From an optimization exercise on the open Yosys and OpenROAD flow, aimed at small area, a short achievable clock period and few clock cycles per item; shortcuts taken in it are not production practice.
No functional check of the RTL was part of this run.
Power figures rest on the tool's default switching activity, not on a simulated workload.

### flow/config.mk
export PLATFORM = sky130hd
export DESIGN_NAME = el2_exu_div_ctl
export DESIGN_NICKNAME = el2_exu_div_ctl
export VERILOG_FILES = /design/flow/design.v
export SDC_FILE = /design/flow/constraint.sdc
export NUM_CORES = 8
export LEC_CHECK = 0
export CAP_MARGIN = 40
export CORE_MARGIN = 2
export CORE_UTILIZATION = 40
export SETUP_SLACK_MARGIN = 5
export SLEW_MARGIN = 40
export SYNTH_HIERARCHICAL = 1
export SYNTH_MINIMUM_KEEP_SIZE = 0
### flow/constraint.sdc
create_clock -name core_clock -period 12.0 [get_ports {clk}]
set_input_delay 2.4000 -clock core_clock [delete_from_list [all_inputs] [get_ports {clk}]]
set_output_delay 2.4000 -clock core_clock [all_outputs]
set_load 0.01 [all_outputs]
### flow/design.v
module el2_exu_div_ctl
  (
   input logic           clk,                        
   input logic           rst_l,                      
   input logic           dp_valid,                   
   input logic           dp_unsign,                  
   input logic           dp_rem,                     
   input logic  [31:0]   dividend,                   
   input logic  [31:0]   divisor,                    
   input logic           cancel,                     
   output logic          finish_dly,                 
   output logic [31:0]   out                         
  );
   logic        sv_ff;                  
   logic        it_ff;                  
   logic        fin_ff;                 
   logic [3:0]  cnt_ff;                 
   logic        busy, last;
   logic [31:0] r_ff;                   
   logic [31:0] q_ff;                   
   logic [32:0] b_ff;                   
   logic        rem_ff, neg_ff;         
   assign busy = sv_ff | it_ff;
   assign last = it_ff & (cnt_ff == 4'd0);
   wire  sa = ~dp_unsign & dividend[31];
   wire  sb = ~dp_unsign & divisor[31];
   wire  bz = (divisor == 32'b0);
   wire [31:0] abs_a, abs_b;
   div_cneg_in u_nega (.s(sa), .x(dividend), .y(abs_a));
   div_cneg_in u_negb (.s(sb), .x(divisor),  .y(abs_b));
   wire        q1, d1_co, q2, d2_co;
   wire [31:0] r1, d2;
   div_step34 u_s1 (.en(it_ff), .x({2'b0, r_ff}), .b({1'b0, b_ff}), .q(q1), .co(d1_co), .y(r1));
   div_step33 u_s2 (.en(it_ff), .x({1'b0, r1}), .b({1'b0, b_ff[32:1]}), .q(q2), .co(d2_co), .y(d2));
   wire [31:0] r2_n = busy ? r1 : abs_a;
   wire [31:0] r_next = q2 ? d2 : r2_n;
   wire early = ~d1_co;
   wire [5:0] clza, clzb;
   div_clz32 u_clza (.x(r_ff), .n(clza));
   div_clz32 u_clzb (.x(b_ff[31:0]), .n(clzb));
   wire [5:0]  sdiff = clzb - clza;                     
   wire        bzero = clzb[5];
   wire [3:0]  m     = (bzero | ~sv_ff) ? 4'hf : sdiff[4:1];
   wire [32:0] b_rot;
   div_rot33 u_rot (.b(b_ff), .m(m), .y(b_rot));
   always_ff @(posedge clk or negedge rst_l) begin
      if (!rst_l) begin
         sv_ff  <= 1'b0;
         it_ff  <= 1'b0;
         fin_ff <= 1'b0;
      end
      else begin
         sv_ff  <= dp_valid & ~cancel;
         it_ff  <= ~cancel & ((sv_ff & ~early) | (it_ff & (cnt_ff != 4'd0)));
         fin_ff <= ~cancel & last;
      end
   end
   always_ff @(posedge clk) begin
      cnt_ff <= sv_ff ? m : cnt_ff - 4'd1;
      r_ff   <= r_next;
      q_ff   <= it_ff ? ((last & rem_ff) ? r_next : {q_ff[29:0], q1, q2}) :
                sv_ff ? 32'b0 : (abs_a & {32{dp_rem}});
      b_ff   <= busy ? b_rot : {1'b0, abs_b};
      if (!busy) begin
         rem_ff <= dp_rem;
         neg_ff <= dp_rem ? sa : (sa ^ sb) & ~bz;
      end
   end
   wire [31:0] ans;
   div_cneg_out u_nego (.s(neg_ff), .x(q_ff), .y(ans));
   assign out        = ans;
   assign finish_dly = ~cancel & (fin_ff | (sv_ff & early));
endmodule  
module div_cneg_in (input logic s, input logic [31:0] x, output logic [31:0] y);
   wire yy_po_l0_1 = x[1] | x[0];
   wire yy_po_l0_3 = x[3] | x[2];
   wire yy_po_l0_5 = x[5] | x[4];
   wire yy_po_l0_7 = x[7] | x[6];
   wire yy_po_l0_9 = x[9] | x[8];
   wire yy_po_l0_11 = x[11] | x[10];
   wire yy_po_l0_13 = x[13] | x[12];
   wire yy_po_l0_15 = x[15] | x[14];
   wire yy_po_l0_17 = x[17] | x[16];
   wire yy_po_l0_19 = x[19] | x[18];
   wire yy_po_l0_21 = x[21] | x[20];
   wire yy_po_l0_23 = x[23] | x[22];
   wire yy_po_l0_25 = x[25] | x[24];
   wire yy_po_l0_27 = x[27] | x[26];
   wire yy_po_l0_29 = x[29] | x[28];
   wire yy_po_l1_2 = x[2] | yy_po_l0_1;
   wire yy_po_l1_3 = yy_po_l0_3 | yy_po_l0_1;
   wire yy_po_l1_6 = x[6] | yy_po_l0_5;
   wire yy_po_l1_7 = yy_po_l0_7 | yy_po_l0_5;
   wire yy_po_l1_10 = x[10] | yy_po_l0_9;
   wire yy_po_l1_11 = yy_po_l0_11 | yy_po_l0_9;
   wire yy_po_l1_14 = x[14] | yy_po_l0_13;
   wire yy_po_l1_15 = yy_po_l0_15 | yy_po_l0_13;
   wire yy_po_l1_18 = x[18] | yy_po_l0_17;
   wire yy_po_l1_19 = yy_po_l0_19 | yy_po_l0_17;
   wire yy_po_l1_22 = x[22] | yy_po_l0_21;
   wire yy_po_l1_23 = yy_po_l0_23 | yy_po_l0_21;
   wire yy_po_l1_26 = x[26] | yy_po_l0_25;
   wire yy_po_l1_27 = yy_po_l0_27 | yy_po_l0_25;
   wire yy_po_l1_30 = x[30] | yy_po_l0_29;
   wire yy_po_l2_4 = x[4] | yy_po_l1_3;
   wire yy_po_l2_5 = yy_po_l0_5 | yy_po_l1_3;
   wire yy_po_l2_6 = yy_po_l1_6 | yy_po_l1_3;
   wire yy_po_l2_7 = yy_po_l1_7 | yy_po_l1_3;
   wire yy_po_l2_12 = x[12] | yy_po_l1_11;
   wire yy_po_l2_13 = yy_po_l0_13 | yy_po_l1_11;
   wire yy_po_l2_14 = yy_po_l1_14 | yy_po_l1_11;
   wire yy_po_l2_15 = yy_po_l1_15 | yy_po_l1_11;
   wire yy_po_l2_20 = x[20] | yy_po_l1_19;
   wire yy_po_l2_21 = yy_po_l0_21 | yy_po_l1_19;
   wire yy_po_l2_22 = yy_po_l1_22 | yy_po_l1_19;
   wire yy_po_l2_23 = yy_po_l1_23 | yy_po_l1_19;
   wire yy_po_l2_28 = x[28] | yy_po_l1_27;
   wire yy_po_l2_29 = yy_po_l0_29 | yy_po_l1_27;
   wire yy_po_l2_30 = yy_po_l1_30 | yy_po_l1_27;
   wire yy_po_l3_8 = x[8] | yy_po_l2_7;
   wire yy_po_l3_9 = yy_po_l0_9 | yy_po_l2_7;
   wire yy_po_l3_10 = yy_po_l1_10 | yy_po_l2_7;
   wire yy_po_l3_11 = yy_po_l1_11 | yy_po_l2_7;
   wire yy_po_l3_12 = yy_po_l2_12 | yy_po_l2_7;
   wire yy_po_l3_13 = yy_po_l2_13 | yy_po_l2_7;
   wire yy_po_l3_14 = yy_po_l2_14 | yy_po_l2_7;
   wire yy_po_l3_15 = yy_po_l2_15 | yy_po_l2_7;
   wire yy_po_l3_24 = x[24] | yy_po_l2_23;
   wire yy_po_l3_25 = yy_po_l0_25 | yy_po_l2_23;
   wire yy_po_l3_26 = yy_po_l1_26 | yy_po_l2_23;
   wire yy_po_l3_27 = yy_po_l1_27 | yy_po_l2_23;
   wire yy_po_l3_28 = yy_po_l2_28 | yy_po_l2_23;
   wire yy_po_l3_29 = yy_po_l2_29 | yy_po_l2_23;
   wire yy_po_l3_30 = yy_po_l2_30 | yy_po_l2_23;
   wire yy_po_l4_16 = x[16] | yy_po_l3_15;
   wire yy_po_l4_17 = yy_po_l0_17 | yy_po_l3_15;
   wire yy_po_l4_18 = yy_po_l1_18 | yy_po_l3_15;
   wire yy_po_l4_19 = yy_po_l1_19 | yy_po_l3_15;
   wire yy_po_l4_20 = yy_po_l2_20 | yy_po_l3_15;
   wire yy_po_l4_21 = yy_po_l2_21 | yy_po_l3_15;
   wire yy_po_l4_22 = yy_po_l2_22 | yy_po_l3_15;
   wire yy_po_l4_23 = yy_po_l2_23 | yy_po_l3_15;
   wire yy_po_l4_24 = yy_po_l3_24 | yy_po_l3_15;
   wire yy_po_l4_25 = yy_po_l3_25 | yy_po_l3_15;
   wire yy_po_l4_26 = yy_po_l3_26 | yy_po_l3_15;
   wire yy_po_l4_27 = yy_po_l3_27 | yy_po_l3_15;
   wire yy_po_l4_28 = yy_po_l3_28 | yy_po_l3_15;
   wire yy_po_l4_29 = yy_po_l3_29 | yy_po_l3_15;
   wire yy_po_l4_30 = yy_po_l3_30 | yy_po_l3_15;
   wire [30:0] yy_po;
   assign yy_po[0] = x[0];
   assign yy_po[1] = yy_po_l0_1;
   assign yy_po[2] = yy_po_l1_2;
   assign yy_po[3] = yy_po_l1_3;
   assign yy_po[4] = yy_po_l2_4;
   assign yy_po[5] = yy_po_l2_5;
   assign yy_po[6] = yy_po_l2_6;
   assign yy_po[7] = yy_po_l2_7;
   assign yy_po[8] = yy_po_l3_8;
   assign yy_po[9] = yy_po_l3_9;
   assign yy_po[10] = yy_po_l3_10;
   assign yy_po[11] = yy_po_l3_11;
   assign yy_po[12] = yy_po_l3_12;
   assign yy_po[13] = yy_po_l3_13;
   assign yy_po[14] = yy_po_l3_14;
   assign yy_po[15] = yy_po_l3_15;
   assign yy_po[16] = yy_po_l4_16;
   assign yy_po[17] = yy_po_l4_17;
   assign yy_po[18] = yy_po_l4_18;
   assign yy_po[19] = yy_po_l4_19;
   assign yy_po[20] = yy_po_l4_20;
   assign yy_po[21] = yy_po_l4_21;
   assign yy_po[22] = yy_po_l4_22;
   assign yy_po[23] = yy_po_l4_23;
   assign yy_po[24] = yy_po_l4_24;
   assign yy_po[25] = yy_po_l4_25;
   assign yy_po[26] = yy_po_l4_26;
   assign yy_po[27] = yy_po_l4_27;
   assign yy_po[28] = yy_po_l4_28;
   assign yy_po[29] = yy_po_l4_29;
   assign yy_po[30] = yy_po_l4_30;
   wire [31:0] yy;
   assign yy[0] = x[0];
   assign yy[31:1] = x[31:1] ^ ({31{s}} & yy_po);
   assign y = yy;
endmodule
module div_cneg_out (input logic s, input logic [31:0] x, output logic [31:0] y);
   wire yy_po_l0_1 = x[1] | x[0];
   wire yy_po_l0_3 = x[3] | x[2];
   wire yy_po_l0_5 = x[5] | x[4];
   wire yy_po_l0_7 = x[7] | x[6];
   wire yy_po_l0_9 = x[9] | x[8];
   wire yy_po_l0_11 = x[11] | x[10];
   wire yy_po_l0_13 = x[13] | x[12];
   wire yy_po_l0_15 = x[15] | x[14];
   wire yy_po_l0_17 = x[17] | x[16];
   wire yy_po_l0_19 = x[19] | x[18];
   wire yy_po_l0_21 = x[21] | x[20];
   wire yy_po_l0_23 = x[23] | x[22];
   wire yy_po_l0_25 = x[25] | x[24];
   wire yy_po_l0_27 = x[27] | x[26];
   wire yy_po_l0_29 = x[29] | x[28];
   wire yy_po_l1_2 = x[2] | yy_po_l0_1;
   wire yy_po_l1_3 = yy_po_l0_3 | yy_po_l0_1;
   wire yy_po_l1_6 = x[6] | yy_po_l0_5;
   wire yy_po_l1_7 = yy_po_l0_7 | yy_po_l0_5;
   wire yy_po_l1_10 = x[10] | yy_po_l0_9;
   wire yy_po_l1_11 = yy_po_l0_11 | yy_po_l0_9;
   wire yy_po_l1_14 = x[14] | yy_po_l0_13;
   wire yy_po_l1_15 = yy_po_l0_15 | yy_po_l0_13;
   wire yy_po_l1_18 = x[18] | yy_po_l0_17;
   wire yy_po_l1_19 = yy_po_l0_19 | yy_po_l0_17;
   wire yy_po_l1_22 = x[22] | yy_po_l0_21;
   wire yy_po_l1_23 = yy_po_l0_23 | yy_po_l0_21;
   wire yy_po_l1_26 = x[26] | yy_po_l0_25;
   wire yy_po_l1_27 = yy_po_l0_27 | yy_po_l0_25;
   wire yy_po_l1_30 = x[30] | yy_po_l0_29;
   wire yy_po_l2_4 = x[4] | yy_po_l1_3;
   wire yy_po_l2_5 = yy_po_l0_5 | yy_po_l1_3;
   wire yy_po_l2_6 = yy_po_l1_6 | yy_po_l1_3;
   wire yy_po_l2_7 = yy_po_l1_7 | yy_po_l1_3;
   wire yy_po_l2_12 = x[12] | yy_po_l1_11;
   wire yy_po_l2_13 = yy_po_l0_13 | yy_po_l1_11;
   wire yy_po_l2_14 = yy_po_l1_14 | yy_po_l1_11;
   wire yy_po_l2_15 = yy_po_l1_15 | yy_po_l1_11;
   wire yy_po_l2_20 = x[20] | yy_po_l1_19;
   wire yy_po_l2_21 = yy_po_l0_21 | yy_po_l1_19;
   wire yy_po_l2_22 = yy_po_l1_22 | yy_po_l1_19;
   wire yy_po_l2_23 = yy_po_l1_23 | yy_po_l1_19;
   wire yy_po_l2_28 = x[28] | yy_po_l1_27;
   wire yy_po_l2_29 = yy_po_l0_29 | yy_po_l1_27;
   wire yy_po_l2_30 = yy_po_l1_30 | yy_po_l1_27;
   wire yy_po_l3_8 = x[8] | yy_po_l2_7;
   wire yy_po_l3_9 = yy_po_l0_9 | yy_po_l2_7;
   wire yy_po_l3_10 = yy_po_l1_10 | yy_po_l2_7;
   wire yy_po_l3_11 = yy_po_l1_11 | yy_po_l2_7;
   wire yy_po_l3_12 = yy_po_l2_12 | yy_po_l2_7;
   wire yy_po_l3_13 = yy_po_l2_13 | yy_po_l2_7;
   wire yy_po_l3_14 = yy_po_l2_14 | yy_po_l2_7;
   wire yy_po_l3_15 = yy_po_l2_15 | yy_po_l2_7;
   wire yy_po_l3_24 = x[24] | yy_po_l2_23;
   wire yy_po_l3_25 = yy_po_l0_25 | yy_po_l2_23;
   wire yy_po_l3_26 = yy_po_l1_26 | yy_po_l2_23;
   wire yy_po_l3_27 = yy_po_l1_27 | yy_po_l2_23;
   wire yy_po_l3_28 = yy_po_l2_28 | yy_po_l2_23;
   wire yy_po_l3_29 = yy_po_l2_29 | yy_po_l2_23;
   wire yy_po_l3_30 = yy_po_l2_30 | yy_po_l2_23;
   wire yy_po_l4_16 = x[16] | yy_po_l3_15;
   wire yy_po_l4_17 = yy_po_l0_17 | yy_po_l3_15;
   wire yy_po_l4_18 = yy_po_l1_18 | yy_po_l3_15;
   wire yy_po_l4_19 = yy_po_l1_19 | yy_po_l3_15;
   wire yy_po_l4_20 = yy_po_l2_20 | yy_po_l3_15;
   wire yy_po_l4_21 = yy_po_l2_21 | yy_po_l3_15;
   wire yy_po_l4_22 = yy_po_l2_22 | yy_po_l3_15;
   wire yy_po_l4_23 = yy_po_l2_23 | yy_po_l3_15;
   wire yy_po_l4_24 = yy_po_l3_24 | yy_po_l3_15;
   wire yy_po_l4_25 = yy_po_l3_25 | yy_po_l3_15;
   wire yy_po_l4_26 = yy_po_l3_26 | yy_po_l3_15;
   wire yy_po_l4_27 = yy_po_l3_27 | yy_po_l3_15;
   wire yy_po_l4_28 = yy_po_l3_28 | yy_po_l3_15;
   wire yy_po_l4_29 = yy_po_l3_29 | yy_po_l3_15;
   wire yy_po_l4_30 = yy_po_l3_30 | yy_po_l3_15;
   wire [30:0] yy_po;
   assign yy_po[0] = x[0];
   assign yy_po[1] = yy_po_l0_1;
   assign yy_po[2] = yy_po_l1_2;
   assign yy_po[3] = yy_po_l1_3;
   assign yy_po[4] = yy_po_l2_4;
   assign yy_po[5] = yy_po_l2_5;
   assign yy_po[6] = yy_po_l2_6;
   assign yy_po[7] = yy_po_l2_7;
   assign yy_po[8] = yy_po_l3_8;
   assign yy_po[9] = yy_po_l3_9;
   assign yy_po[10] = yy_po_l3_10;
   assign yy_po[11] = yy_po_l3_11;
   assign yy_po[12] = yy_po_l3_12;
   assign yy_po[13] = yy_po_l3_13;
   assign yy_po[14] = yy_po_l3_14;
   assign yy_po[15] = yy_po_l3_15;
   assign yy_po[16] = yy_po_l4_16;
   assign yy_po[17] = yy_po_l4_17;
   assign yy_po[18] = yy_po_l4_18;
   assign yy_po[19] = yy_po_l4_19;
   assign yy_po[20] = yy_po_l4_20;
   assign yy_po[21] = yy_po_l4_21;
   assign yy_po[22] = yy_po_l4_22;
   assign yy_po[23] = yy_po_l4_23;
   assign yy_po[24] = yy_po_l4_24;
   assign yy_po[25] = yy_po_l4_25;
   assign yy_po[26] = yy_po_l4_26;
   assign yy_po[27] = yy_po_l4_27;
   assign yy_po[28] = yy_po_l4_28;
   assign yy_po[29] = yy_po_l4_29;
   assign yy_po[30] = yy_po_l4_30;
   wire [31:0] yy;
   assign yy[0] = x[0];
   assign yy[31:1] = x[31:1] ^ ({31{s}} & yy_po);
   assign y = yy;
endmodule
module div_step34 (input logic en, input logic [33:0] x, input logic [33:0] b, output logic q, output logic co, output logic [31:0] y);
   wire [33:0] d_p0 = x ^ ~b;
   wire [33:0] d_g0 = x & ~b;
   wire d_g1_1 = d_g0[1] | (d_p0[1] & (d_g0[0] | d_p0[0]));
   wire d_g1_2 = d_g0[2] | (d_p0[2] & d_g0[1]);
   wire d_p1_2 = d_p0[2] & d_p0[1];
   wire d_g1_3 = d_g0[3] | (d_p0[3] & d_g0[2]);
   wire d_p1_3 = d_p0[3] & d_p0[2];
   wire d_g1_4 = d_g0[4] | (d_p0[4] & d_g0[3]);
   wire d_p1_4 = d_p0[4] & d_p0[3];
   wire d_g1_5 = d_g0[5] | (d_p0[5] & d_g0[4]);
   wire d_p1_5 = d_p0[5] & d_p0[4];
   wire d_g1_6 = d_g0[6] | (d_p0[6] & d_g0[5]);
   wire d_p1_6 = d_p0[6] & d_p0[5];
   wire d_g1_7 = d_g0[7] | (d_p0[7] & d_g0[6]);
   wire d_p1_7 = d_p0[7] & d_p0[6];
   wire d_g1_8 = d_g0[8] | (d_p0[8] & d_g0[7]);
   wire d_p1_8 = d_p0[8] & d_p0[7];
   wire d_g1_9 = d_g0[9] | (d_p0[9] & d_g0[8]);
   wire d_p1_9 = d_p0[9] & d_p0[8];
   wire d_g1_10 = d_g0[10] | (d_p0[10] & d_g0[9]);
   wire d_p1_10 = d_p0[10] & d_p0[9];
   wire d_g1_11 = d_g0[11] | (d_p0[11] & d_g0[10]);
   wire d_p1_11 = d_p0[11] & d_p0[10];
   wire d_g1_12 = d_g0[12] | (d_p0[12] & d_g0[11]);
   wire d_p1_12 = d_p0[12] & d_p0[11];
   wire d_g1_13 = d_g0[13] | (d_p0[13] & d_g0[12]);
   wire d_p1_13 = d_p0[13] & d_p0[12];
   wire d_g1_14 = d_g0[14] | (d_p0[14] & d_g0[13]);
   wire d_p1_14 = d_p0[14] & d_p0[13];
   wire d_g1_15 = d_g0[15] | (d_p0[15] & d_g0[14]);
   wire d_p1_15 = d_p0[15] & d_p0[14];
   wire d_g1_16 = d_g0[16] | (d_p0[16] & d_g0[15]);
   wire d_p1_16 = d_p0[16] & d_p0[15];
   wire d_g1_17 = d_g0[17] | (d_p0[17] & d_g0[16]);
   wire d_p1_17 = d_p0[17] & d_p0[16];
   wire d_g1_18 = d_g0[18] | (d_p0[18] & d_g0[17]);
   wire d_p1_18 = d_p0[18] & d_p0[17];
   wire d_g1_19 = d_g0[19] | (d_p0[19] & d_g0[18]);
   wire d_p1_19 = d_p0[19] & d_p0[18];
   wire d_g1_20 = d_g0[20] | (d_p0[20] & d_g0[19]);
   wire d_p1_20 = d_p0[20] & d_p0[19];
   wire d_g1_21 = d_g0[21] | (d_p0[21] & d_g0[20]);
   wire d_p1_21 = d_p0[21] & d_p0[20];
   wire d_g1_22 = d_g0[22] | (d_p0[22] & d_g0[21]);
   wire d_p1_22 = d_p0[22] & d_p0[21];
   wire d_g1_23 = d_g0[23] | (d_p0[23] & d_g0[22]);
   wire d_p1_23 = d_p0[23] & d_p0[22];
   wire d_g1_24 = d_g0[24] | (d_p0[24] & d_g0[23]);
   wire d_p1_24 = d_p0[24] & d_p0[23];
   wire d_g1_25 = d_g0[25] | (d_p0[25] & d_g0[24]);
   wire d_p1_25 = d_p0[25] & d_p0[24];
   wire d_g1_26 = d_g0[26] | (d_p0[26] & d_g0[25]);
   wire d_p1_26 = d_p0[26] & d_p0[25];
   wire d_g1_27 = d_g0[27] | (d_p0[27] & d_g0[26]);
   wire d_p1_27 = d_p0[27] & d_p0[26];
   wire d_g1_28 = d_g0[28] | (d_p0[28] & d_g0[27]);
   wire d_p1_28 = d_p0[28] & d_p0[27];
   wire d_g1_29 = d_g0[29] | (d_p0[29] & d_g0[28]);
   wire d_p1_29 = d_p0[29] & d_p0[28];
   wire d_g1_30 = d_g0[30] | (d_p0[30] & d_g0[29]);
   wire d_p1_30 = d_p0[30] & d_p0[29];
   wire d_g1_31 = d_g0[31] | (d_p0[31] & d_g0[30]);
   wire d_p1_31 = d_p0[31] & d_p0[30];
   wire d_g1_32 = d_g0[32] | (d_p0[32] & d_g0[31]);
   wire d_p1_32 = d_p0[32] & d_p0[31];
   wire d_g1_33 = d_g0[33] | (d_p0[33] & d_g0[32]);
   wire d_p1_33 = d_p0[33] & d_p0[32];
   wire d_g2_2 = d_g1_2 | (d_p1_2 & (d_g0[0] | d_p0[0]));
   wire d_g2_3 = d_g1_3 | (d_p1_3 & d_g1_1);
   wire d_g2_4 = d_g1_4 | (d_p1_4 & d_g1_2);
   wire d_p2_4 = d_p1_4 & d_p1_2;
   wire d_g2_5 = d_g1_5 | (d_p1_5 & d_g1_3);
   wire d_p2_5 = d_p1_5 & d_p1_3;
   wire d_g2_6 = d_g1_6 | (d_p1_6 & d_g1_4);
   wire d_p2_6 = d_p1_6 & d_p1_4;
   wire d_g2_7 = d_g1_7 | (d_p1_7 & d_g1_5);
   wire d_p2_7 = d_p1_7 & d_p1_5;
   wire d_g2_8 = d_g1_8 | (d_p1_8 & d_g1_6);
   wire d_p2_8 = d_p1_8 & d_p1_6;
   wire d_g2_9 = d_g1_9 | (d_p1_9 & d_g1_7);
   wire d_p2_9 = d_p1_9 & d_p1_7;
   wire d_g2_10 = d_g1_10 | (d_p1_10 & d_g1_8);
   wire d_p2_10 = d_p1_10 & d_p1_8;
   wire d_g2_11 = d_g1_11 | (d_p1_11 & d_g1_9);
   wire d_p2_11 = d_p1_11 & d_p1_9;
   wire d_g2_12 = d_g1_12 | (d_p1_12 & d_g1_10);
   wire d_p2_12 = d_p1_12 & d_p1_10;
   wire d_g2_13 = d_g1_13 | (d_p1_13 & d_g1_11);
   wire d_p2_13 = d_p1_13 & d_p1_11;
   wire d_g2_14 = d_g1_14 | (d_p1_14 & d_g1_12);
   wire d_p2_14 = d_p1_14 & d_p1_12;
   wire d_g2_15 = d_g1_15 | (d_p1_15 & d_g1_13);
   wire d_p2_15 = d_p1_15 & d_p1_13;
   wire d_g2_16 = d_g1_16 | (d_p1_16 & d_g1_14);
   wire d_p2_16 = d_p1_16 & d_p1_14;
   wire d_g2_17 = d_g1_17 | (d_p1_17 & d_g1_15);
   wire d_p2_17 = d_p1_17 & d_p1_15;
   wire d_g2_18 = d_g1_18 | (d_p1_18 & d_g1_16);
   wire d_p2_18 = d_p1_18 & d_p1_16;
   wire d_g2_19 = d_g1_19 | (d_p1_19 & d_g1_17);
   wire d_p2_19 = d_p1_19 & d_p1_17;
   wire d_g2_20 = d_g1_20 | (d_p1_20 & d_g1_18);
   wire d_p2_20 = d_p1_20 & d_p1_18;
   wire d_g2_21 = d_g1_21 | (d_p1_21 & d_g1_19);
   wire d_p2_21 = d_p1_21 & d_p1_19;
   wire d_g2_22 = d_g1_22 | (d_p1_22 & d_g1_20);
   wire d_p2_22 = d_p1_22 & d_p1_20;
   wire d_g2_23 = d_g1_23 | (d_p1_23 & d_g1_21);
   wire d_p2_23 = d_p1_23 & d_p1_21;
   wire d_g2_24 = d_g1_24 | (d_p1_24 & d_g1_22);
   wire d_p2_24 = d_p1_24 & d_p1_22;
   wire d_g2_25 = d_g1_25 | (d_p1_25 & d_g1_23);
   wire d_p2_25 = d_p1_25 & d_p1_23;
   wire d_g2_26 = d_g1_26 | (d_p1_26 & d_g1_24);
   wire d_p2_26 = d_p1_26 & d_p1_24;
   wire d_g2_27 = d_g1_27 | (d_p1_27 & d_g1_25);
   wire d_p2_27 = d_p1_27 & d_p1_25;
   wire d_g2_28 = d_g1_28 | (d_p1_28 & d_g1_26);
   wire d_p2_28 = d_p1_28 & d_p1_26;
   wire d_g2_29 = d_g1_29 | (d_p1_29 & d_g1_27);
   wire d_p2_29 = d_p1_29 & d_p1_27;
   wire d_g2_30 = d_g1_30 | (d_p1_30 & d_g1_28);
   wire d_p2_30 = d_p1_30 & d_p1_28;
   wire d_g2_31 = d_g1_31 | (d_p1_31 & d_g1_29);
   wire d_p2_31 = d_p1_31 & d_p1_29;
   wire d_g2_32 = d_g1_32 | (d_p1_32 & d_g1_30);
   wire d_p2_32 = d_p1_32 & d_p1_30;
   wire d_g2_33 = d_g1_33 | (d_p1_33 & d_g1_31);
   wire d_p2_33 = d_p1_33 & d_p1_31;
   wire d_g3_4 = d_g2_4 | (d_p2_4 & (d_g0[0] | d_p0[0]));
   wire d_g3_5 = d_g2_5 | (d_p2_5 & d_g1_1);
   wire d_g3_6 = d_g2_6 | (d_p2_6 & d_g2_2);
   wire d_g3_7 = d_g2_7 | (d_p2_7 & d_g2_3);
   wire d_g3_8 = d_g2_8 | (d_p2_8 & d_g2_4);
   wire d_p3_8 = d_p2_8 & d_p2_4;
   wire d_g3_9 = d_g2_9 | (d_p2_9 & d_g2_5);
   wire d_p3_9 = d_p2_9 & d_p2_5;
   wire d_g3_10 = d_g2_10 | (d_p2_10 & d_g2_6);
   wire d_p3_10 = d_p2_10 & d_p2_6;
   wire d_g3_11 = d_g2_11 | (d_p2_11 & d_g2_7);
   wire d_p3_11 = d_p2_11 & d_p2_7;
   wire d_g3_12 = d_g2_12 | (d_p2_12 & d_g2_8);
   wire d_p3_12 = d_p2_12 & d_p2_8;
   wire d_g3_13 = d_g2_13 | (d_p2_13 & d_g2_9);
   wire d_p3_13 = d_p2_13 & d_p2_9;
   wire d_g3_14 = d_g2_14 | (d_p2_14 & d_g2_10);
   wire d_p3_14 = d_p2_14 & d_p2_10;
   wire d_g3_15 = d_g2_15 | (d_p2_15 & d_g2_11);
   wire d_p3_15 = d_p2_15 & d_p2_11;
   wire d_g3_16 = d_g2_16 | (d_p2_16 & d_g2_12);
   wire d_p3_16 = d_p2_16 & d_p2_12;
   wire d_g3_17 = d_g2_17 | (d_p2_17 & d_g2_13);
   wire d_p3_17 = d_p2_17 & d_p2_13;
   wire d_g3_18 = d_g2_18 | (d_p2_18 & d_g2_14);
   wire d_p3_18 = d_p2_18 & d_p2_14;
   wire d_g3_19 = d_g2_19 | (d_p2_19 & d_g2_15);
   wire d_p3_19 = d_p2_19 & d_p2_15;
   wire d_g3_20 = d_g2_20 | (d_p2_20 & d_g2_16);
   wire d_p3_20 = d_p2_20 & d_p2_16;
   wire d_g3_21 = d_g2_21 | (d_p2_21 & d_g2_17);
   wire d_p3_21 = d_p2_21 & d_p2_17;
   wire d_g3_22 = d_g2_22 | (d_p2_22 & d_g2_18);
   wire d_p3_22 = d_p2_22 & d_p2_18;
   wire d_g3_23 = d_g2_23 | (d_p2_23 & d_g2_19);
   wire d_p3_23 = d_p2_23 & d_p2_19;
   wire d_g3_24 = d_g2_24 | (d_p2_24 & d_g2_20);
   wire d_p3_24 = d_p2_24 & d_p2_20;
   wire d_g3_25 = d_g2_25 | (d_p2_25 & d_g2_21);
   wire d_p3_25 = d_p2_25 & d_p2_21;
   wire d_g3_26 = d_g2_26 | (d_p2_26 & d_g2_22);
   wire d_p3_26 = d_p2_26 & d_p2_22;
   wire d_g3_27 = d_g2_27 | (d_p2_27 & d_g2_23);
   wire d_p3_27 = d_p2_27 & d_p2_23;
   wire d_g3_28 = d_g2_28 | (d_p2_28 & d_g2_24);
   wire d_p3_28 = d_p2_28 & d_p2_24;
   wire d_g3_29 = d_g2_29 | (d_p2_29 & d_g2_25);
   wire d_p3_29 = d_p2_29 & d_p2_25;
   wire d_g3_30 = d_g2_30 | (d_p2_30 & d_g2_26);
   wire d_p3_30 = d_p2_30 & d_p2_26;
   wire d_g3_31 = d_g2_31 | (d_p2_31 & d_g2_27);
   wire d_p3_31 = d_p2_31 & d_p2_27;
   wire d_g3_32 = d_g2_32 | (d_p2_32 & d_g2_28);
   wire d_p3_32 = d_p2_32 & d_p2_28;
   wire d_g3_33 = d_g2_33 | (d_p2_33 & d_g2_29);
   wire d_p3_33 = d_p2_33 & d_p2_29;
   wire d_g4_8 = d_g3_8 | (d_p3_8 & (d_g0[0] | d_p0[0]));
   wire d_g4_9 = d_g3_9 | (d_p3_9 & d_g1_1);
   wire d_g4_10 = d_g3_10 | (d_p3_10 & d_g2_2);
   wire d_g4_11 = d_g3_11 | (d_p3_11 & d_g2_3);
   wire d_g4_12 = d_g3_12 | (d_p3_12 & d_g3_4);
   wire d_g4_13 = d_g3_13 | (d_p3_13 & d_g3_5);
   wire d_g4_14 = d_g3_14 | (d_p3_14 & d_g3_6);
   wire d_g4_15 = d_g3_15 | (d_p3_15 & d_g3_7);
   wire d_g4_16 = d_g3_16 | (d_p3_16 & d_g3_8);
   wire d_p4_16 = d_p3_16 & d_p3_8;
   wire d_g4_17 = d_g3_17 | (d_p3_17 & d_g3_9);
   wire d_p4_17 = d_p3_17 & d_p3_9;
   wire d_g4_18 = d_g3_18 | (d_p3_18 & d_g3_10);
   wire d_p4_18 = d_p3_18 & d_p3_10;
   wire d_g4_19 = d_g3_19 | (d_p3_19 & d_g3_11);
   wire d_p4_19 = d_p3_19 & d_p3_11;
   wire d_g4_20 = d_g3_20 | (d_p3_20 & d_g3_12);
   wire d_p4_20 = d_p3_20 & d_p3_12;
   wire d_g4_21 = d_g3_21 | (d_p3_21 & d_g3_13);
   wire d_p4_21 = d_p3_21 & d_p3_13;
   wire d_g4_22 = d_g3_22 | (d_p3_22 & d_g3_14);
   wire d_p4_22 = d_p3_22 & d_p3_14;
   wire d_g4_23 = d_g3_23 | (d_p3_23 & d_g3_15);
   wire d_p4_23 = d_p3_23 & d_p3_15;
   wire d_g4_24 = d_g3_24 | (d_p3_24 & d_g3_16);
   wire d_p4_24 = d_p3_24 & d_p3_16;
   wire d_g4_25 = d_g3_25 | (d_p3_25 & d_g3_17);
   wire d_p4_25 = d_p3_25 & d_p3_17;
   wire d_g4_26 = d_g3_26 | (d_p3_26 & d_g3_18);
   wire d_p4_26 = d_p3_26 & d_p3_18;
   wire d_g4_27 = d_g3_27 | (d_p3_27 & d_g3_19);
   wire d_p4_27 = d_p3_27 & d_p3_19;
   wire d_g4_28 = d_g3_28 | (d_p3_28 & d_g3_20);
   wire d_p4_28 = d_p3_28 & d_p3_20;
   wire d_g4_29 = d_g3_29 | (d_p3_29 & d_g3_21);
   wire d_p4_29 = d_p3_29 & d_p3_21;
   wire d_g4_30 = d_g3_30 | (d_p3_30 & d_g3_22);
   wire d_p4_30 = d_p3_30 & d_p3_22;
   wire d_g4_31 = d_g3_31 | (d_p3_31 & d_g3_23);
   wire d_p4_31 = d_p3_31 & d_p3_23;
   wire d_g4_32 = d_g3_32 | (d_p3_32 & d_g3_24);
   wire d_p4_32 = d_p3_32 & d_p3_24;
   wire d_g4_33 = d_g3_33 | (d_p3_33 & d_g3_25);
   wire d_p4_33 = d_p3_33 & d_p3_25;
   wire d_g5_16 = d_g4_16 | (d_p4_16 & (d_g0[0] | d_p0[0]));
   wire d_g5_17 = d_g4_17 | (d_p4_17 & d_g1_1);
   wire d_g5_18 = d_g4_18 | (d_p4_18 & d_g2_2);
   wire d_g5_19 = d_g4_19 | (d_p4_19 & d_g2_3);
   wire d_g5_20 = d_g4_20 | (d_p4_20 & d_g3_4);
   wire d_g5_21 = d_g4_21 | (d_p4_21 & d_g3_5);
   wire d_g5_22 = d_g4_22 | (d_p4_22 & d_g3_6);
   wire d_g5_23 = d_g4_23 | (d_p4_23 & d_g3_7);
   wire d_g5_24 = d_g4_24 | (d_p4_24 & d_g4_8);
   wire d_g5_25 = d_g4_25 | (d_p4_25 & d_g4_9);
   wire d_g5_26 = d_g4_26 | (d_p4_26 & d_g4_10);
   wire d_g5_27 = d_g4_27 | (d_p4_27 & d_g4_11);
   wire d_g5_28 = d_g4_28 | (d_p4_28 & d_g4_12);
   wire d_g5_29 = d_g4_29 | (d_p4_29 & d_g4_13);
   wire d_g5_30 = d_g4_30 | (d_p4_30 & d_g4_14);
   wire d_g5_31 = d_g4_31 | (d_p4_31 & d_g4_15);
   wire d_g5_32 = d_g4_32 | (d_p4_32 & d_g4_16);
   wire d_p5_32 = d_p4_32 & d_p4_16;
   wire d_g5_33 = d_g4_33 | (d_p4_33 & d_g4_17);
   wire d_p5_33 = d_p4_33 & d_p4_17;
   wire d_g6_32 = d_g5_32 | (d_p5_32 & (d_g0[0] | d_p0[0]));
   wire d_g6_33 = d_g5_33 | (d_p5_33 & d_g1_1);
   wire [33:0] d_c = {d_g6_33, d_g6_32, d_g5_31, d_g5_30, d_g5_29, d_g5_28, d_g5_27, d_g5_26, d_g5_25, d_g5_24, d_g5_23, d_g5_22, d_g5_21, d_g5_20, d_g5_19, d_g5_18, d_g5_17, d_g5_16, d_g4_15, d_g4_14, d_g4_13, d_g4_12, d_g4_11, d_g4_10, d_g4_9, d_g4_8, d_g3_7, d_g3_6, d_g3_5, d_g3_4, d_g2_3, d_g2_2, d_g1_1, (d_g0[0] | d_p0[0])};
   wire [33:0] d = d_p0 ^ {d_c[32:0], 1'b1};
   wire d_co = d_c[33];
   assign co = d_co;
   assign q  = en & d_co;
   assign y  = q ? d[31:0] : x[31:0];
endmodule
module div_step33 (input logic en, input logic [32:0] x, input logic [32:0] b, output logic q, output logic co, output logic [31:0] y);
   wire [32:0] d_p0 = x ^ ~b;
   wire [32:0] d_g0 = x & ~b;
   wire d_g1_1 = d_g0[1] | (d_p0[1] & (d_g0[0] | d_p0[0]));
   wire d_g1_3 = d_g0[3] | (d_p0[3] & d_g0[2]);
   wire d_p1_3 = d_p0[3] & d_p0[2];
   wire d_g1_5 = d_g0[5] | (d_p0[5] & d_g0[4]);
   wire d_p1_5 = d_p0[5] & d_p0[4];
   wire d_g1_7 = d_g0[7] | (d_p0[7] & d_g0[6]);
   wire d_p1_7 = d_p0[7] & d_p0[6];
   wire d_g1_9 = d_g0[9] | (d_p0[9] & d_g0[8]);
   wire d_p1_9 = d_p0[9] & d_p0[8];
   wire d_g1_11 = d_g0[11] | (d_p0[11] & d_g0[10]);
   wire d_p1_11 = d_p0[11] & d_p0[10];
   wire d_g1_13 = d_g0[13] | (d_p0[13] & d_g0[12]);
   wire d_p1_13 = d_p0[13] & d_p0[12];
   wire d_g1_15 = d_g0[15] | (d_p0[15] & d_g0[14]);
   wire d_p1_15 = d_p0[15] & d_p0[14];
   wire d_g1_17 = d_g0[17] | (d_p0[17] & d_g0[16]);
   wire d_p1_17 = d_p0[17] & d_p0[16];
   wire d_g1_19 = d_g0[19] | (d_p0[19] & d_g0[18]);
   wire d_p1_19 = d_p0[19] & d_p0[18];
   wire d_g1_21 = d_g0[21] | (d_p0[21] & d_g0[20]);
   wire d_p1_21 = d_p0[21] & d_p0[20];
   wire d_g1_23 = d_g0[23] | (d_p0[23] & d_g0[22]);
   wire d_p1_23 = d_p0[23] & d_p0[22];
   wire d_g1_25 = d_g0[25] | (d_p0[25] & d_g0[24]);
   wire d_p1_25 = d_p0[25] & d_p0[24];
   wire d_g1_27 = d_g0[27] | (d_p0[27] & d_g0[26]);
   wire d_p1_27 = d_p0[27] & d_p0[26];
   wire d_g1_29 = d_g0[29] | (d_p0[29] & d_g0[28]);
   wire d_p1_29 = d_p0[29] & d_p0[28];
   wire d_g1_31 = d_g0[31] | (d_p0[31] & d_g0[30]);
   wire d_p1_31 = d_p0[31] & d_p0[30];
   wire d_g2_3 = d_g1_3 | (d_p1_3 & d_g1_1);
   wire d_g2_7 = d_g1_7 | (d_p1_7 & d_g1_5);
   wire d_p2_7 = d_p1_7 & d_p1_5;
   wire d_g2_11 = d_g1_11 | (d_p1_11 & d_g1_9);
   wire d_p2_11 = d_p1_11 & d_p1_9;
   wire d_g2_15 = d_g1_15 | (d_p1_15 & d_g1_13);
   wire d_p2_15 = d_p1_15 & d_p1_13;
   wire d_g2_19 = d_g1_19 | (d_p1_19 & d_g1_17);
   wire d_p2_19 = d_p1_19 & d_p1_17;
   wire d_g2_23 = d_g1_23 | (d_p1_23 & d_g1_21);
   wire d_p2_23 = d_p1_23 & d_p1_21;
   wire d_g2_27 = d_g1_27 | (d_p1_27 & d_g1_25);
   wire d_p2_27 = d_p1_27 & d_p1_25;
   wire d_g2_31 = d_g1_31 | (d_p1_31 & d_g1_29);
   wire d_p2_31 = d_p1_31 & d_p1_29;
   wire d_g3_7 = d_g2_7 | (d_p2_7 & d_g2_3);
   wire d_g3_15 = d_g2_15 | (d_p2_15 & d_g2_11);
   wire d_p3_15 = d_p2_15 & d_p2_11;
   wire d_g3_23 = d_g2_23 | (d_p2_23 & d_g2_19);
   wire d_p3_23 = d_p2_23 & d_p2_19;
   wire d_g3_31 = d_g2_31 | (d_p2_31 & d_g2_27);
   wire d_p3_31 = d_p2_31 & d_p2_27;
   wire d_g4_15 = d_g3_15 | (d_p3_15 & d_g3_7);
   wire d_g4_31 = d_g3_31 | (d_p3_31 & d_g3_23);
   wire d_p4_31 = d_p3_31 & d_p3_23;
   wire d_g5_31 = d_g4_31 | (d_p4_31 & d_g4_15);
   wire d_g7_23 = d_g3_23 | (d_p3_23 & d_g4_15);
   wire d_g8_11 = d_g2_11 | (d_p2_11 & d_g3_7);
   wire d_g8_19 = d_g2_19 | (d_p2_19 & d_g4_15);
   wire d_g8_27 = d_g2_27 | (d_p2_27 & d_g7_23);
   wire d_g9_5 = d_g1_5 | (d_p1_5 & d_g2_3);
   wire d_g9_9 = d_g1_9 | (d_p1_9 & d_g3_7);
   wire d_g9_13 = d_g1_13 | (d_p1_13 & d_g8_11);
   wire d_g9_17 = d_g1_17 | (d_p1_17 & d_g4_15);
   wire d_g9_21 = d_g1_21 | (d_p1_21 & d_g8_19);
   wire d_g9_25 = d_g1_25 | (d_p1_25 & d_g7_23);
   wire d_g9_29 = d_g1_29 | (d_p1_29 & d_g8_27);
   wire d_g10_2 = d_g0[2] | (d_p0[2] & d_g1_1);
   wire d_g10_4 = d_g0[4] | (d_p0[4] & d_g2_3);
   wire d_g10_6 = d_g0[6] | (d_p0[6] & d_g9_5);
   wire d_g10_8 = d_g0[8] | (d_p0[8] & d_g3_7);
   wire d_g10_10 = d_g0[10] | (d_p0[10] & d_g9_9);
   wire d_g10_12 = d_g0[12] | (d_p0[12] & d_g8_11);
   wire d_g10_14 = d_g0[14] | (d_p0[14] & d_g9_13);
   wire d_g10_16 = d_g0[16] | (d_p0[16] & d_g4_15);
   wire d_g10_18 = d_g0[18] | (d_p0[18] & d_g9_17);
   wire d_g10_20 = d_g0[20] | (d_p0[20] & d_g8_19);
   wire d_g10_22 = d_g0[22] | (d_p0[22] & d_g9_21);
   wire d_g10_24 = d_g0[24] | (d_p0[24] & d_g7_23);
   wire d_g10_26 = d_g0[26] | (d_p0[26] & d_g9_25);
   wire d_g10_28 = d_g0[28] | (d_p0[28] & d_g8_27);
   wire d_g10_30 = d_g0[30] | (d_p0[30] & d_g9_29);
   wire d_g10_32 = d_g0[32] | (d_p0[32] & d_g5_31);
   wire [32:0] d_c = {d_g10_32, d_g5_31, d_g10_30, d_g9_29, d_g10_28, d_g8_27, d_g10_26, d_g9_25, d_g10_24, d_g7_23, d_g10_22, d_g9_21, d_g10_20, d_g8_19, d_g10_18, d_g9_17, d_g10_16, d_g4_15, d_g10_14, d_g9_13, d_g10_12, d_g8_11, d_g10_10, d_g9_9, d_g10_8, d_g3_7, d_g10_6, d_g9_5, d_g10_4, d_g2_3, d_g10_2, d_g1_1, (d_g0[0] | d_p0[0])};
   wire [32:0] d = d_p0 ^ {d_c[31:0], 1'b1};
   wire d_co = d_c[32];
   assign co = d_co;
   assign q  = en & d_co;
   assign y  = d[31:0];
endmodule
module div_clz32 (input logic [31:0] x, output logic [5:0] n);
   wire c_v0_0 = x[1] | x[0];
   wire c_z0_0 = ~x[1];
   wire c_v0_1 = x[3] | x[2];
   wire c_z0_1 = ~x[3];
   wire c_v0_2 = x[5] | x[4];
   wire c_z0_2 = ~x[5];
   wire c_v0_3 = x[7] | x[6];
   wire c_z0_3 = ~x[7];
   wire c_v0_4 = x[9] | x[8];
   wire c_z0_4 = ~x[9];
   wire c_v0_5 = x[11] | x[10];
   wire c_z0_5 = ~x[11];
   wire c_v0_6 = x[13] | x[12];
   wire c_z0_6 = ~x[13];
   wire c_v0_7 = x[15] | x[14];
   wire c_z0_7 = ~x[15];
   wire c_v0_8 = x[17] | x[16];
   wire c_z0_8 = ~x[17];
   wire c_v0_9 = x[19] | x[18];
   wire c_z0_9 = ~x[19];
   wire c_v0_10 = x[21] | x[20];
   wire c_z0_10 = ~x[21];
   wire c_v0_11 = x[23] | x[22];
   wire c_z0_11 = ~x[23];
   wire c_v0_12 = x[25] | x[24];
   wire c_z0_12 = ~x[25];
   wire c_v0_13 = x[27] | x[26];
   wire c_z0_13 = ~x[27];
   wire c_v0_14 = x[29] | x[28];
   wire c_z0_14 = ~x[29];
   wire c_v0_15 = x[31] | x[30];
   wire c_z0_15 = ~x[31];
   wire c_v1_0 = c_v0_1 | c_v0_0;
   wire c_z1_0_0 = c_v0_1 ? c_z0_1 : c_z0_0;
   wire c_v1_1 = c_v0_3 | c_v0_2;
   wire c_z1_1_0 = c_v0_3 ? c_z0_3 : c_z0_2;
   wire c_v1_2 = c_v0_5 | c_v0_4;
   wire c_z1_2_0 = c_v0_5 ? c_z0_5 : c_z0_4;
   wire c_v1_3 = c_v0_7 | c_v0_6;
   wire c_z1_3_0 = c_v0_7 ? c_z0_7 : c_z0_6;
   wire c_v1_4 = c_v0_9 | c_v0_8;
   wire c_z1_4_0 = c_v0_9 ? c_z0_9 : c_z0_8;
   wire c_v1_5 = c_v0_11 | c_v0_10;
   wire c_z1_5_0 = c_v0_11 ? c_z0_11 : c_z0_10;
   wire c_v1_6 = c_v0_13 | c_v0_12;
   wire c_z1_6_0 = c_v0_13 ? c_z0_13 : c_z0_12;
   wire c_v1_7 = c_v0_15 | c_v0_14;
   wire c_z1_7_0 = c_v0_15 ? c_z0_15 : c_z0_14;
   wire c_v2_0 = c_v1_1 | c_v1_0;
   wire c_z2_0_0 = c_v1_1 ? ~c_v0_3 : ~c_v0_1;
   wire c_z2_0_1 = c_v1_1 ? c_z1_1_0 : c_z1_0_0;
   wire c_v2_1 = c_v1_3 | c_v1_2;
   wire c_z2_1_0 = c_v1_3 ? ~c_v0_7 : ~c_v0_5;
   wire c_z2_1_1 = c_v1_3 ? c_z1_3_0 : c_z1_2_0;
   wire c_v2_2 = c_v1_5 | c_v1_4;
   wire c_z2_2_0 = c_v1_5 ? ~c_v0_11 : ~c_v0_9;
   wire c_z2_2_1 = c_v1_5 ? c_z1_5_0 : c_z1_4_0;
   wire c_v2_3 = c_v1_7 | c_v1_6;
   wire c_z2_3_0 = c_v1_7 ? ~c_v0_15 : ~c_v0_13;
   wire c_z2_3_1 = c_v1_7 ? c_z1_7_0 : c_z1_6_0;
   wire c_v3_0 = c_v2_1 | c_v2_0;
   wire c_z3_0_0 = c_v2_1 ? ~c_v1_3 : ~c_v1_1;
   wire c_z3_0_1 = c_v2_1 ? c_z2_1_0 : c_z2_0_0;
   wire c_z3_0_2 = c_v2_1 ? c_z2_1_1 : c_z2_0_1;
   wire c_v3_1 = c_v2_3 | c_v2_2;
   wire c_z3_1_0 = c_v2_3 ? ~c_v1_7 : ~c_v1_5;
   wire c_z3_1_1 = c_v2_3 ? c_z2_3_0 : c_z2_2_0;
   wire c_z3_1_2 = c_v2_3 ? c_z2_3_1 : c_z2_2_1;
   wire c_v4_0 = c_v3_1 | c_v3_0;
   wire c_z4_0_0 = c_v3_1 ? ~c_v2_3 : ~c_v2_1;
   wire c_z4_0_1 = c_v3_1 ? c_z3_1_0 : c_z3_0_0;
   wire c_z4_0_2 = c_v3_1 ? c_z3_1_1 : c_z3_0_1;
   wire c_z4_0_3 = c_v3_1 ? c_z3_1_2 : c_z3_0_2;
   wire [5:0] c = {~c_v4_0, c_v4_0 & ~c_v3_1, c_v4_0 & c_z4_0_0, c_v4_0 & c_z4_0_1, c_v4_0 & c_z4_0_2, c_v4_0 & c_z4_0_3};
   assign n = c;
endmodule
module div_rot33 (input logic [32:0] b, input logic [3:0] m, output logic [32:0] y);
   wire [32:0] b_r1  = {b[31:0], b[32]};
   wire [32:0] b_r2  = m[0] ? {b_r1[30:0], b_r1[32:31]} : b_r1;
   wire [32:0] b_r4  = m[1] ? {b_r2[28:0], b_r2[32:29]} : b_r2;
   wire [32:0] b_r8  = m[2] ? {b_r4[24:0], b_r4[32:25]} : b_r4;
   assign y          = m[3] ? {b_r8[16:0], b_r8[32:17]} : b_r8;
endmodule
### flow/flow/run.sh
#!/bin/bash
# The standard layout (standard.sh), with these changes in how the layout is made:
#  - every input and output port still gets its own buffer, but a plain buf_1
#    (OpenROAD's buffer_ports -buffer_cell) instead of the default delay buffer;
#    the resizer upsizes it where timing needs;
#  - any further ORFS variables listed in flow/extra_vars (one NAME=value per line).
# make's output goes to flow.log; ORFS keeps each step's own log under orfs/logs.
set -euo pipefail
MARGIN=${MARGIN:-6.8}
PORTBUF=${PORTBUF:-sky130_fd_sc_hd__buf_1}
EXTRA="'BUFFER_PORTS_ARGS=-buffer_cell ${PORTBUF}'"
if [[ -f flow/extra_vars ]]; then
  while read -r line; do
    [[ -z "$line" || "$line" == \#* ]] && continue
    EXTRA="$EXTRA '$line'"
  done < flow/extra_vars
fi
sed -E -e "s/SETUP_SLACK_MARGIN=[^ ]+/SETUP_SLACK_MARGIN=${MARGIN}/" \
       -e "s|CLKGATE_MAP_FILE= |CLKGATE_MAP_FILE= ${EXTRA} |" \
       standard.sh > standard_mod.sh
grep -q "BUFFER_PORTS_ARGS" standard_mod.sh
bash standard_mod.sh > flow.log 2>&1
### flow/flow/extra_vars
SKIP_INCREMENTAL_REPAIR=1
### flow/standard.sh
#!/bin/bash
# synth_recipe.tcl (not shown) runs the flow's synth.tcl, then flattens the netlist and writes it again
# the make line also repeats each setting of config.mk as NAME=value (left out here)
make -C /OpenROAD-flow-scripts/flow DESIGN_CONFIG=/design/flow/config.mk WORK_HOME=/design/flow/orfs CLKGATE_MAP_FILE= SYNTH_SCRIPT=/design/flow/synth_recipe.tcl "${@:-finish}"
==> qor.yml <==
port-buffer-count: 102
hpwl_um: 28800
p_sw_uw: 2180
finalPower_uw: 4350
initial_core_util: 0.404
synth_area_um2: 12700
clk_pin_slew_ns: 0.10
path_max_fanout: 4
slew_viol_final: 0
remaining_drc_errors: 0
grt_pass1_vias: 11100
power_density_nw_per_um2: 309
grt-ovfl-total: 0
outcome: "finished clean"
h-tree-depth: 3
ir_drop_mv: 0.123
cp_data_required_time_ns: 12.25
slowest_delay_ns: 0.53
post_dp_cell_area_um2: 13300
drtPass1Iterations: 9
cp.arrival_ns: 5.65
postCtsResizedCells: 92
power_frac_comb: 0.735
dieArea_um2: 33200
hold_viol: 0
fin_crit_sh: 0.450
crit_path_frequent_cell: "fa_2"
max_slew_margin: 0.438
grt_usage: 0.232
hold_path.startpoint: "cnt_ff[0]$_DFF_P_"
cts_root_buf: "clkbuf_16"
holdCritPathClass: "reg2reg"
pwr-share-seq: 0.192
antenna_cells: 0
critical_path.top_delay_family: "compound AO/OA/AOI/OAI gates"
synth_cells: 1368
crit_path_top_delay_cell: "fa_2"
grt_max_degree: 61
grt_antenna_before_repair: 0
dieWidth_um: 182
cts_buffer_depth: 2
fmax_mhz: 185
cts_buffers: 9
rows: 65
grt_pass1_wl_um: 60900
netSwitchingFraction: 0.500
routabilityCongestion: 0.918
vias_per_cell: 6.01
vias: 11100
worst_clock_skew_ns: 0.0197
io_pins: 103
wl_um: 38200
avgSynthCellArea_um2: 9.30
nets: 1604
path_buf_inv: 5
cap_violations: 0
clock-sinks: 106
cts_tree: "built"
setup_violations: 0
power_frac_clock: 0.072
clkLatencyLatePin_ns: 0.37
r2r-start: "r_ff[0]$_DFF_P_"
yosys_warnings: 7
tightestPinTransition_ns: 0.822
critPathLaunchType: "flip-flop"
ant_nets: 0
drive_above_1_share: 0.238
syn2layout_area_growth_pct: 10.8
cp-end-kind: "flip-flop"
final_area_um2: 14100
post_cts_buffers: 16
crit_start: "r_ff[0]$_DFF_P_"
die-height_um: 182
leakagePower_uw: 0.00559
path_class: "reg2reg"
core_area_um2: 31500
drt_iter0_drc: 865
postCtsHoldBufs: 0
min_period_ns: 5.40
avgRoutedWirePerCell_um: 20.6
p_int_uw: 2180
setup_tns_ns: 0
[power groups by stage]
stage,Clock [µW],Sequential (µW),Combinational [µW]
5_1_grt,333,850,3530
3_5_place_dp,0,817,2950
2_1_floorplan,0,648,2400
4_1_cts,316,827,3160
3_3_place_gp,0,817,2920
6_report,315,837,3200
[worst register-to-register path, delay by kind of cell (launching register included)]
| family | cells | cell delay [ns] |
|---|---|---|
| adders and majority gates | 5 | 1.59 |
| muxes | 1 | 0.23 |
| AOI/OAI and AO/OA | 11 | 2.20 |
| buffers and inverters | 5 | 0.36 |
| and+or+nand+nor | 5 | 0.56 |
| DFF | 1 | 0.35 |
[sequential cells by signal (all words and copies together), names as in the netlist]
name    count
b_ff       33
cnt_ff      4
fin_ff      1
it_ff       1
neg_ff      1
q_ff       32
r_ff       32
rem_ff      1
sv_ff       1
[layout make-up]
class	count	area, µm²
clock buffer	9	225
clock inverter	7	70.1
fill	3032	17400
inverter	117	442
multi-input combinational	1080	9910
sequential	106	2210
tap	402	503
timing repair buffer	132	727
[cell usage in the layout (no fill, tap or decap), drive strengths merged, types with 33 or more instances in the layout]
master / count
dfxtp: 101
mux4: 66
a21oi: 70
nor4: 36
nor2: 56
xnor2: 120
buf: 130
mux2: 63
and3: 36
ha: 70
inv: 122
nand2: 96
mux2i: 34
o21ai: 98
a221o: 33
[per-layer routing]
layer	vias to the layer above	track usage	share of wire
li1	5277	-	-
met1	5432	0.287	0.41
met2	359	0.419	0.51
met3	62	0.0331	0.052
met4	0	0.0668	0.021
met5	-	0	0
[path summary, 6_finish.rpt]
path                                endpoint  slack [ns]  cells past startpoint
max in group asynchronous   fin_ff$_DFF_PN0_       10.01                      1
setup / recovery            q_ff[30]$_DFF_P_        6.60                     27
hold reg to reg            cnt_ff[0]$_DFF_P_        0.49                      1
hold / removal             cnt_ff[0]$_DFF_P_        0.49                      1
setup reg to reg            q_ff[30]$_DFF_P_        6.60                     27
min in group asynchronous    sv_ff$_DFF_PN0_        1.83                      1
[per-stage QoR]
stage,utilization,instances,hold slack (ns),setup WS (ns)
2_1_floorplan,-,1372,0.442,6.85
3_3_place_gp,0.421,1817,0.472,5.90
3_5_place_dp,0.422,1818,0.476,5.71
4_1_cts,0.448,1853,0.488,6.70
5_1_grt,0.448,1853,0.498,6.32
6_report,0.448,1853,0.487,6.60

-- static timing again, ports no longer ideal --
How much do the figures lean on ideal ports? The routed layout below was timed once more, with nothing changed but the port constraints.
Step 1: set_driving_cell puts a clkbuf_16 on clk and a buf_2 on each other input, an assumption about the parent block.
Step 2 times the ports against the registers' clock, not the clock port: input delays grow and output delays shrink by t, the midpoint of the rising clock arrivals with the driver on.
Three values: no drivers, after step 1, after step 2; two values: the first two.
t, ns: 0.411
slack for setup (ns): 6.600 / 6.600 / 6.600
slew at the worst register clock pin (ns): 0.10 / 0.10
pins driven straight from the clock port: 1
After both steps setup and hold are still met in this run. The setup slack of this run moves by 0.000 ns with the drivers and by 0.000 ns with both steps.
